Background: an optimization exercise with open tools, aiming at small area. Do not read the settings as production practice. In this exercise RTL edits were held to simulation tests only and were not proved equivalent to the original.

## JK
## convolution
module convolution #(parameter BW1=16, BW2=16, STRIDE=1, xs=32, ws=5)
	(input iCLK, iRSTn, iWren,
	 input [4:0] iADDR,
	 input [7:0] iWeight,
	 input signed [7:0] iX,
	 input iValid,
	 output signed [BW2-1:0] oPsum,
	 output oValid);
clock: 8.0 ns
lec_check: 0
cap_margin: 20
core_margin: 2
core_utilization: 40
cts_cluster_diameter: 150
cts_cluster_size: 22
gpl_timing_driven: 0
place_density: 0.6
slew_margin: 20
synth_hierarchical: 1
synth_minimum_keep_size: 0
run.sh (not shown) runs the stock make flow with config.mk's settings and CLKGATE_MAP_FILE= SYNTH_SCRIPT=/design/flow/synth_recipe.tcl, a recipe that flattens the netlist after the stock synthesis.
Having completed the whole flow, JK delivered a layout that passed the timing, DRC and antenna checks.
> inputs changed (JK -> MS)
Settings: GPL_TIMING_DRIVEN removed (was 0).
==> run notes <==
- JK → MS: delay of the slowest cell on the worst path now smaller.
- MS and JK ended up with nearly the same starting density of the core.
- Against JK, MS comes in 1 higher on total of buffers placed on input and output ports.
- Going from JK to MS, cell count shrank slightly.
- For MS, the startpoint of the most critical setup path was lb.sr[1019], unlike JK, where it was lb.sr[1010].
Inputs modified between MS and AL:
Settings: changing PLACE_DENSITY from 0.6 to 0.5.
Results
| number of iterations in the first detailed-routing pass | AL vs MS | 3 lower |. AL -> MS: number of sequential storage elements delta 0, exact match. AL against MS: worst setup slack lost 0.067 ns, placement-stage cell area neither gained nor lost much, signal arrival time at the worst endpoint picked up an extra 0.11 ns, count of buffers from port buffering neither gained nor lost much. Any difference in count of placed standard cells in the final layout, fillers left out between MS and AL is small enough to ignore.

========
convolution, a different RTL version from the one above (not shown whole).
Size: ~42 I/O pins, roughly 0.075 mm2 of cells after synthesis.
clock: 8.0 ns
lec_check: 0
cap_margin: 20
core_margin: 2
core_utilization: 40
cts_cluster_diameter: 45
cts_cluster_size: 30
place_density: 0.6
slew_margin: 20
synth_hierarchical: 1
synth_minimum_keep_size: 0
Next try:
- CORE_UTILIZATION: 40 -> 60
- CTS_CLUSTER_DIAMETER: 45 -> unset
- CTS_CLUSTER_SIZE: 30 -> unset
- PLACE_DENSITY: 0.6 -> 0.7
What happened:
- non-clock buffer count went down by 11
- global-route usage rose by 11 points
- sequential cell count does not change
- worst hold slack gets worse by 0.0081 ns
Next try:
- CORE_UTILIZATION: 60 -> 40
- CTS_CLUSTER_DIAMETER: unset -> 150
- CTS_CLUSTER_SIZE: unset -> 22
- PLACE_DENSITY: 0.7 -> 0.6
Effect:
- The changed run completed without violations
- wire length is lower by 1.5%
- clock-buffer cell count went down by 73
- cell area falls by 1.7%
- die area increases by 49%
- area after synthesis is unchanged
- setup slack got worse by 0.13 ns
- cell count grows by 9.6%
- global-route usage shrinks by 11 points
- via count went down by 2.2%

========
convolution again, from the RTL that the note above started with.
==> flow/config.mk <==
export PLATFORM = sky130hd
export DESIGN_NAME = convolution
export DESIGN_NICKNAME = convolution
export VERILOG_FILES = /design/flow/design.v
export SDC_FILE = /design/flow/constraint.sdc
export NUM_CORES = 4
export LEC_CHECK = 0
export CAP_MARGIN = 20
export CORE_MARGIN = 2
export CORE_UTILIZATION = 40
export PLACE_DENSITY = 0.6
export SLEW_MARGIN = 20
export SYNTH_HIERARCHICAL = 1
export SYNTH_MINIMUM_KEEP_SIZE = 0
==> flow/constraint.sdc <==
create_clock -name core_clock -period 8.0 [get_ports {iCLK}]
set_input_delay 1.6000 -clock core_clock [delete_from_list [all_inputs] [get_ports {iCLK}]]
set_output_delay 1.6000 -clock core_clock [all_outputs]
set_load 0.01 [all_outputs]
Then changed:
--- a/flow/config.mk
+++ b/flow/config.mk
@@ -8,6 +8,8 @@
 export CAP_MARGIN = 20
 export CORE_MARGIN = 2
-export CORE_UTILIZATION = 40
-export PLACE_DENSITY = 0.6
+export CORE_UTILIZATION = 55
+export CTS_CLUSTER_DIAMETER = 150
+export CTS_CLUSTER_SIZE = 22
+export PLACE_DENSITY = 0.75
 export SLEW_MARGIN = 20
 export SYNTH_HIERARCHICAL = 1
Result: Non-clock buffer count drops by 16. Synthesized cell count does not change. Global-route usage climbs by 7.5 points. Critical path depth drops by 1. Cell area drops by a few percent. Cell count drops by roughly a tenth. Routed wire length drops slightly. Sequential share of layout area climbs by 1.5 points. Utilization climbs by 14 points. Setup slack degrades by 0.0040 ns.
Then changed:
--- a/flow/config.mk
+++ b/flow/config.mk
@@ -8,8 +8,8 @@
 export CAP_MARGIN = 20
 export CORE_MARGIN = 2
-export CORE_UTILIZATION = 55
-export CTS_CLUSTER_DIAMETER = 150
-export CTS_CLUSTER_SIZE = 22
-export PLACE_DENSITY = 0.75
+export CORE_UTILIZATION = 40
+export CTS_CLUSTER_DIAMETER = 60
+export CTS_CLUSTER_SIZE = 25
+export PLACE_DENSITY = 0.6
 export SLEW_MARGIN = 20
 export SYNTH_HIERARCHICAL = 1
What happened: The new run ran to the end with no violations. Wire length grows by 1.5%. Worst setup slack got worse by 0.11 ns. Die area rose by 37%.
Then changed:
--- a/flow/config.mk
+++ b/flow/config.mk
@@ -9,6 +9,6 @@
 export CORE_MARGIN = 2
 export CORE_UTILIZATION = 40
-export CTS_CLUSTER_DIAMETER = 60
-export CTS_CLUSTER_SIZE = 25
+export CTS_BUF_LIST = sky130_fd_sc_hd__clkbuf_8
+export CTS_CLUSTER_SIZE = 30
 export PLACE_DENSITY = 0.6
 export SLEW_MARGIN = 20
What happened: The new run went through all stages and came out clean; die area does not change; wire length goes up by 0.82%; sequential share of layout area goes down by 0.43 points; count of clock-buffer cells in the layout goes up by 145; worst setup slack is better by 0.15 ns; synthesized area does not change; worst hold slack is worse by 0.0084 ns; global-route usage goes up by 0.22 points.

afterwards: timing with drivers on the ports:
Ports are ideal in the flow. The routed layouts listed here were re-timed in OpenROAD. Step 1 sets driving cells, clkbuf_16 on the clock port and buf_2 on the other inputs (assumed; they add their load-dependent delay and slew). Step 2, shift: input delay + t, output delay - t, t = (earliest + latest rising clock arrival at the registers) / 2. This alone moves slack from input paths to output paths. Three values: ideal, step 1, step 2; two values: the first two.
run | t, ns | setup WS [ns] | worst setup path after step 2
JK | 0.780 | 0.766 / 0.766 / 0.766 | register to register
MS | 0.791 | 0.756 / 0.756 / 0.756 | register to register
AL | 0.819 | 0.689 / 0.689 / 0.689 | register to register
the first run of note 2 | 0.856 | 0.351 / 0.351 / 0.351 | register to register
the second run of note 2 | 0.835 | 0.477 / 0.477 / 0.477 | register to register
the third run of note 2 | 0.800 | 0.349 / 0.349 / 0.349 | register to register
the first run of note 3 | 0.853 | 0.538 / 0.538 / 0.538 | register to register
the second run of note 3 | 0.766 | 0.534 / 0.534 / 0.534 | register to register
the third run of note 3 | 0.830 | 0.425 / 0.425 / 0.425 | register to register
the fourth run of note 3 | 1.018 | 0.574 / 0.574 / 0.574 | register to register
After both steps every run listed still meets setup and hold.
